Context: an optimization exercise on an open-source flow, tuned for small area, a short achievable clock period and few clock cycles per item. The choices shown serve that exercise and are no tape-out recipe. The RTL was checked by simulation tests, not by an equivalence proof against the original design. Power is estimated from default activity; no workload was simulated.

==> flow/design.v <==
`timescale 1ns / 1ps
module msdap (
	input         clk,
	input         rst_n,
	input         in_valid,
	output        in_ready,
	input  [15:0] in_l,
	input  [15:0] in_r,
	input         flush,
	output        out_valid,
	output [39:0] out_l,
	output [39:0] out_r
);
localparam LT = 5;             
localparam LP = 7 - LT;        
localparam T  = 1 << LT;
localparam PH_RJ = 2'd0;
localparam PH_H  = 2'd1;
localparam PH_X  = 2'd2;
reg  [1:0]  phase;
reg  [6:0]  widx;        
reg  [6:0]  cnt;         
reg  [6:0]  pc;          
reg  [6:0]  p_cur;       
reg  [7:0]  xcount;      
reg  [7:0]  xcp1;        
reg  [31:0] hold;        
reg         ready;
reg         rj_wr, h_wr, x_wr;
reg  [6:0]  c_wr;
reg  [LT-1:0] x_wa;
reg         actA, actB, actC, actD, actE;
reg  [LT-1:0] kB, kC, kD;
reg         out_v;
wire flushing = flush && (phase == PH_X);
assign in_ready = ready;
wire accept   = in_valid && ready && !flushing;
wire x_acc    = accept && (phase == PH_X);
wire aligned  = (cnt[LT-1:0] == {LT{1'b0}});
wire [LT-1:0] kA = cnt[LT-1:0] - 1'b1;
reg  [6:0] pA1;         
reg  [7:0] cA1;         
reg  [1:0] phase_n;
reg  [6:0] widx_n;
wire [6:0] pc_n  = pc + {6'd0, x_acc};
wire [6:0] cnt_n = cnt + 7'd1;
always @(*)
begin
	phase_n = phase;
	widx_n  = widx;
	if (accept && (phase != PH_X))
	begin
		widx_n = widx + 7'd1;
		if (phase == PH_RJ && widx == 7'd15)
		begin
			widx_n  = 7'd0;
			phase_n = PH_H;
		end
		if (phase == PH_H && widx == 7'd127)
			phase_n = PH_X;
	end
end
wire       aligned_n = (cnt_n[LT-1:0] == {LT{1'b0}});
wire [6:0] p_cur_n   = x_acc ? pc : p_cur;
wire [7:0] xcount_n  = flushing ? 8'd0 : x_acc ? xcp1 : xcount;
wire [7:0] xcp1_n    = flushing ? 8'd1 : (x_acc && xcp1 != 8'd128) ? xcp1 + 8'd1 : xcp1;
wire ready_n = (phase_n == PH_RJ) || ((phase_n == PH_H) && (cnt_n == widx_n)) ||
               ((phase_n == PH_X) && (cnt_n == {pc_n[LP-1:0], {LT{1'b0}}}));
always @(posedge clk)
begin
	hold  <= {in_r, in_l};
	c_wr  <= widx;
	x_wa  <= pc[6:LP];
	rj_wr <= 1'b0;
	h_wr  <= 1'b0;
	x_wr  <= 1'b0;
	kB    <= kA;
	kC    <= kB;
	kD    <= kC;
	cnt   <= cnt_n;
	if (!rst_n)
	begin
		phase  <= PH_RJ;
		widx   <= 7'd0;
		cnt    <= 7'd112;
		ready  <= 1'b1;
		pc     <= 7'd0;
		xcount <= 8'd0;
		xcp1   <= 8'd1;
		pA1    <= 7'd0;
		cA1    <= 8'd1;
		actA   <= 1'b0;
		actB   <= 1'b0;
		actC   <= 1'b0;
		actD   <= 1'b0;
		actE   <= 1'b0;
		out_v  <= 1'b0;
	end
	else
	begin
		rj_wr <= accept && (phase == PH_RJ);
		h_wr  <= accept && (phase == PH_H);
		x_wr  <= x_acc;
		phase <= phase_n;
		widx  <= widx_n;
		ready <= ready_n;
		pc    <= pc_n;
		pA1   <= aligned_n ? pc_n : p_cur_n;
		cA1   <= aligned_n ? xcp1_n : xcount_n;
		if (x_acc)
		begin
			p_cur  <= pc;
			xcount <= xcp1;
			if (xcp1 != 8'd128)
				xcp1 <= xcp1 + 8'd1;
		end
		if (flushing)
		begin
			xcount <= 8'd0;
			xcp1   <= 8'd1;
		end
		actA  <= !flushing && (x_acc || (actA && !aligned));
		actB  <= !flushing && actA;
		actC  <= !flushing && actB;
		actD  <= !flushing && actC;
		actE  <= !flushing && actD && (kD == T-1);
		out_v <= !flushing && actE;
	end
end
assign out_valid = out_v;
msdap_channel chL (.clk(clk), .rst_n(rst_n), .rj_wr(rj_wr), .h_wr(h_wr), .x_wr(x_wr),
	.c_wr(c_wr), .x_wa(x_wa), .din(hold[15:0]), .pA1(pA1), .cA1(cA1), .kA(kA),
	.kD(kD), .endD(actD && (kD == T-1)), .endE(actE), .y(out_l));
msdap_channel chR (.clk(clk), .rst_n(rst_n), .rj_wr(rj_wr), .h_wr(h_wr), .x_wr(x_wr),
	.c_wr(c_wr), .x_wa(x_wa), .din(hold[31:16]), .pA1(pA1), .cA1(cA1), .kA(kA),
	.kD(kD), .endD(actD && (kD == T-1)), .endE(actE), .y(out_r));
endmodule
module msdap_channel (
	input             clk,
	input             rst_n,
	input             rj_wr,
	input             h_wr,
	input             x_wr,
	input      [6:0]  c_wr,
	input      [4:0]  x_wa,
	input      [15:0] din,
	input      [6:0]  pA1,
	input      [7:0]  cA1,
	input      [4:0]  kA,
	input      [4:0]  kD,
	input             endD,
	input             endE,
	output reg [39:0] y
);
localparam LT = 5;
localparam LP = 7 - LT;
localparam T  = 1 << LT;
localparam P  = 1 << LP;
reg [7:0]   rsum;
reg [7:0]   nneg;        
reg [127:0] bnd;         
always @(posedge clk)
begin
	if (!rst_n)
		rsum <= 8'd0;
	else if (rj_wr)
	begin
		rsum <= rsum + din[7:0];
		bnd  <= {rsum + din[7:0], bnd[127:8]};
	end
end
wire [14:0] th;
genvar j;
generate
	for (j = 0; j < 15; j = j + 1)
	begin : g_th
		assign th[j] = ({1'b0, c_wr} >= bnd[8*j +: 8]);
	end
endgenerate
wire       g3 = th[7];
wire       g2 = g3 ? th[11] : th[3];
wire       g1 = th[{g3, g2, 2'b01}];
wire       g0 = th[{g3, g2, g1, 1'b0}];
wire       used = ({1'b0, c_wr} < bnd[127:120]);
wire       neg  = used && din[8];
wire [12:0] cword = {used, g3, g2, g1, g0, neg, din[6:0]};
always @(posedge clk)
begin
	if (!rst_n)
		nneg <= 8'd0;
	else if (h_wr && neg)
		nneg <= nneg + 8'd1;
end
reg  [128*13-1:0] cr;
wire [128*13-1:0] cr_rot = {cr[12:0], cr[128*13-1:13]};
always @(posedge clk)
begin
	cr <= cr_rot;
	if (h_wr)
		cr[126*13 +: 13] <= cword;
end
reg  [128*16-1:0] xr;
wire [128*16-1:0] xr_rot = {xr[15:0], xr[128*16-1:16]};
integer a;
always @(posedge clk)
begin
	xr <= xr_rot;
	for (a = 0; a < T; a = a + 1)
		if (x_wr && x_wa == a)
			xr[(126-a)*16 +: 16] <= din;
end
wire [P*40-1:0] terms;
genvar i;
generate
	for (i = 0; i < P; i = i + 1)
	begin : g_tap
		wire [12:0] cw1 = cr[((T*i + 128) % 128)*13 +: 13];
		wire [6:0]  q1  = pA1 - cw1[6:0];
		reg  [LT-1:0] qhA;
		reg         okA;
		always @(posedge clk)
		begin
			qhA <= q1[6:LP];
			okA <= cw1[12] && ({1'b0, cw1[6:0]} < cA1);
		end
		wire [12:0] cw  = cr[((T*i + 127) % 128)*13 +: 13];
		reg  [6:2]  posB;
		reg  [7:0]  posBq;
		reg         okB;
		reg         sB;
		reg  [3:0]  gB;
		wire [6:0]  posA = ~({cw[LP-1:0], qhA} + {4'd0, kA} + 7'd1);
		always @(posedge clk)
		begin
			posB  <= posA[6:2];
			posBq <= {posA[1:0] ^ 2'd3, posA[1:0] ^ 2'd2, posA[1:0] ^ 2'd1, posA[1:0]};
			okB   <= okA;
			sB    <= cw[7];
			gB    <= cw[11:8];
		end
		wire [15:0] xv;
		genvar q, e;
		for (q = 0; q < 4; q = q + 1)
		begin : g_q
			wire [128*4-1:0] xq;
			for (e = 0; e < 128; e = e + 1)
			begin : g_e
				assign xq[e*4 +: 4] = xr[(e ^ q)*16 + 4*q +: 4];
			end
			assign xv[4*q +: 4] = xq[{posB, posBq[2*q +: 2]}*4 +: 4];
		end
		reg [15:0] xC;
		reg        sC;
		reg [3:0]  gC;
		always @(posedge clk)
		begin
			xC <= (xv & {16{okB}}) ^ {16{sB}};
			sC <= sB;
			gC <= gB;
		end
		wire [45:0] ext = {{15{xC[15]}}, xC, {15{sC}}};
		wire [45:0] sh  = ext >> (4'd15 - gC);
		assign terms[i*40 +: 40] = {9'd0, ~sh[30], sh[29:0]};
	end
endgenerate
wire [39:0] u0 = terms[39:0];
wire [39:0] u1 = terms[79:40];
wire [39:0] u2 = terms[119:80];
wire [39:0] u3 = terms[159:120];
wire [39:0] cc_s0 = u0 ^ u1 ^ u2;
wire [39:0] cc_m0 = (u0 & u1) | (u0 & u2) | (u1 & u2);
wire [39:0] cc_c0 = {cc_m0[38:0], 1'b0};
wire [39:0] cc_s1 = cc_s0 ^ cc_c0 ^ u3;
wire [39:0] cc_m1 = (cc_s0 & cc_c0) | (cc_s0 & u3) | (cc_c0 & u3);
wire [39:0] cc_c1 = {cc_m1[38:0], 1'b0};
reg  [39:0] vD0;
reg  [39:0] vD1;
always @(posedge clk)
begin
	vD0 <= cc_s1;
	vD1 <= cc_c1;
end
reg  [39:0] acc_s, acc_c;
wire        first = (kD == 0);
wire [39:0] acc_s0 = first ? {8'hE0, 24'd0, nneg} : acc_s;
wire [39:0] acc_c0 = first ? 40'd0 : acc_c;
wire [39:0] dd_s0 = vD0 ^ vD1 ^ acc_s0;
wire [39:0] dd_m0 = (vD0 & vD1) | (vD0 & acc_s0) | (vD1 & acc_s0);
wire [39:0] dd_c0 = {dd_m0[38:0], 1'b0};
wire [39:0] dd_s1 = dd_s0 ^ dd_c0 ^ acc_c0;
wire [39:0] dd_m1 = (dd_s0 & dd_c0) | (dd_s0 & acc_c0) | (dd_c0 & acc_c0);
wire [39:0] dd_c1 = {dd_m1[38:0], 1'b0};
reg  [39:0] yE_s, yE_c;
always @(posedge clk)
begin
	acc_s <= dd_s1;
	acc_c <= dd_c1;
	if (endD)
	begin
		yE_s <= dd_s1;
		yE_c <= dd_c1;
	end
end
always @(posedge clk)
	if (endE)
		y <= yE_s + yE_c;
endmodule
Settings: LEC_CHECK=0, CAP_MARGIN=20, CORE_MARGIN=2, CORE_UTILIZATION=40, PLACE_DENSITY=0.5, SLEW_MARGIN=20; clock period 10.0 ns.
run.sh (not shown) runs the stock make flow with config.mk's settings and CLKGATE_MAP_FILE= SYNTH_SCRIPT=/design/flow/synth_recipe.tcl, a recipe that flattens the netlist after the stock synthesis.
The starting point finished clean.
Testbench counts at the start, summed over its fixed seeds: cycles 31,920, samples 960.
Next try:
--- a/flow/design.v
+++ b/flow/design.v
@@ -23,7 +23,6 @@
 reg  [6:0]  pc;          
 reg  [6:0]  p_cur;       
 reg  [7:0]  xcount;      
-reg  [7:0]  xcp1;        
 reg  [31:0] hold;        
 reg         ready;
 reg         rj_wr, h_wr, x_wr;
@@ -38,8 +37,9 @@
 wire x_acc    = accept && (phase == PH_X);
 wire aligned  = (cnt[LT-1:0] == {LT{1'b0}});
 wire [LT-1:0] kA = cnt[LT-1:0] - 1'b1;
-reg  [6:0] pA1;         
-reg  [7:0] cA1;         
+wire [6:0] pA1    = aligned ? pc : p_cur;
+wire [7:0] xc_inc = (xcount == 8'd128) ? xcount : xcount + 8'd1;
+wire [7:0] cA1    = aligned ? xc_inc : xcount;
 reg  [1:0] phase_n;
 reg  [6:0] widx_n;
 wire [6:0] pc_n  = pc + {6'd0, x_acc};
@@ -60,10 +60,6 @@
 			phase_n = PH_X;
 	end
 end
-wire       aligned_n = (cnt_n[LT-1:0] == {LT{1'b0}});
-wire [6:0] p_cur_n   = x_acc ? pc : p_cur;
-wire [7:0] xcount_n  = flushing ? 8'd0 : x_acc ? xcp1 : xcount;
-wire [7:0] xcp1_n    = flushing ? 8'd1 : (x_acc && xcp1 != 8'd128) ? xcp1 + 8'd1 : xcp1;
 wire ready_n = (phase_n == PH_RJ) || ((phase_n == PH_H) && (cnt_n == widx_n)) ||
                ((phase_n == PH_X) && (cnt_n == {pc_n[LP-1:0], {LT{1'b0}}}));
 always @(posedge clk)
@@ -86,9 +82,6 @@
 		ready  <= 1'b1;
 		pc     <= 7'd0;
 		xcount <= 8'd0;
-		xcp1   <= 8'd1;
-		pA1    <= 7'd0;
-		cA1    <= 8'd1;
 		actA   <= 1'b0;
 		actB   <= 1'b0;
 		actC   <= 1'b0;
@@ -105,20 +98,13 @@
 		widx  <= widx_n;
 		ready <= ready_n;
 		pc    <= pc_n;
-		pA1   <= aligned_n ? pc_n : p_cur_n;
-		cA1   <= aligned_n ? xcp1_n : xcount_n;
 		if (x_acc)
 		begin
 			p_cur  <= pc;
-			xcount <= xcp1;
-			if (xcp1 != 8'd128)
-				xcp1 <= xcp1 + 8'd1;
+			xcount <= xc_inc;
 		end
 		if (flushing)
-		begin
 			xcount <= 8'd0;
-			xcp1   <= 8'd1;
-		end
 		actA  <= !flushing && (x_acc || (actA && !aligned));
 		actB  <= !flushing && actA;
 		actC  <= !flushing && actB;
@@ -224,31 +210,18 @@
 			okA <= cw1[12] && ({1'b0, cw1[6:0]} < cA1);
 		end
 		wire [12:0] cw  = cr[((T*i + 127) % 128)*13 +: 13];
-		reg  [6:2]  posB;
-		reg  [7:0]  posBq;
+		reg  [6:0]  posB;
 		reg         okB;
 		reg         sB;
 		reg  [3:0]  gB;
-		wire [6:0]  posA = ~({cw[LP-1:0], qhA} + {4'd0, kA} + 7'd1);
 		always @(posedge clk)
 		begin
-			posB  <= posA[6:2];
-			posBq <= {posA[1:0] ^ 2'd3, posA[1:0] ^ 2'd2, posA[1:0] ^ 2'd1, posA[1:0]};
-			okB   <= okA;
-			sB    <= cw[7];
-			gB    <= cw[11:8];
-		end
-		wire [15:0] xv;
-		genvar q, e;
-		for (q = 0; q < 4; q = q + 1)
-		begin : g_q
-			wire [128*4-1:0] xq;
-			for (e = 0; e < 128; e = e + 1)
-			begin : g_e
-				assign xq[e*4 +: 4] = xr[(e ^ q)*16 + 4*q +: 4];
-			end
-			assign xv[4*q +: 4] = xq[{posB, posBq[2*q +: 2]}*4 +: 4];
-		end
+			posB <= ~({cw[LP-1:0], qhA} + {4'd0, kA} + 7'd1);
+			okB  <= okA;
+			sB   <= cw[7];
+			gB   <= cw[11:8];
+		end
+		wire [15:0] xv = xr[posB*16 +: 16];
 		reg [15:0] xC;
 		reg        sC;
 		reg [3:0]  gC;
=>
- register-to-register slack loses 0.24 ns
- sequential cell count falls by 39
- worst hold slack loses 0.020 ns
- utilization rises by 0.11 points
- wire length falls by about 0.8%
- first-iteration DRC count rises by 3.9%
- sequential power falls by about 2%
- area after synthesis falls by 0.43%
- setup slack loses 0.24 ns
- clock skew falls by 0.016 ns
- final cell count falls by about 0.5%
- combinational power falls by 30%
- design area is about the same
Testbench counts after the change, summed over its fixed seeds: cycles 31,920, samples 960.

==> static timing again, ports no longer ideal <==
The flow's constraints put no driver on any port. The routed layouts listed below were extracted and timed again, unchanged, in two steps.
Step 1 sets driving cells, clkbuf_16 on the clock port and buf_2 on the other inputs (assumed; they add their load-dependent delay and slew).
Step 2 also shifts input and output timing later by t, the mid clock arrival at the registers, as if the neighbouring blocks saw the same clock.
Slacks: ideal ports / drivers / drivers and shift; pairs: ideal ports / drivers.
| run | shift t [ns] | slack for setup (ns) | latest minus earliest clock arrival (ns) | worst data-port slew with drivers (ns) | pins driven straight from the clock port |
|---|---|---|---|---|---|
| the first run | 1.290 | 5.339 / 5.339 / 4.652 | 0.153 / 0.153 | 0.20 | 1 |
| the second run | 1.298 | 5.102 / 5.102 / 4.752 | 0.140 / 0.140 | 0.13 | 1 |
After both steps setup and hold are still met in every run listed. The setup slack of the first run, which loses most, moves by 0.000 ns with the drivers and by -0.687 ns with both steps.
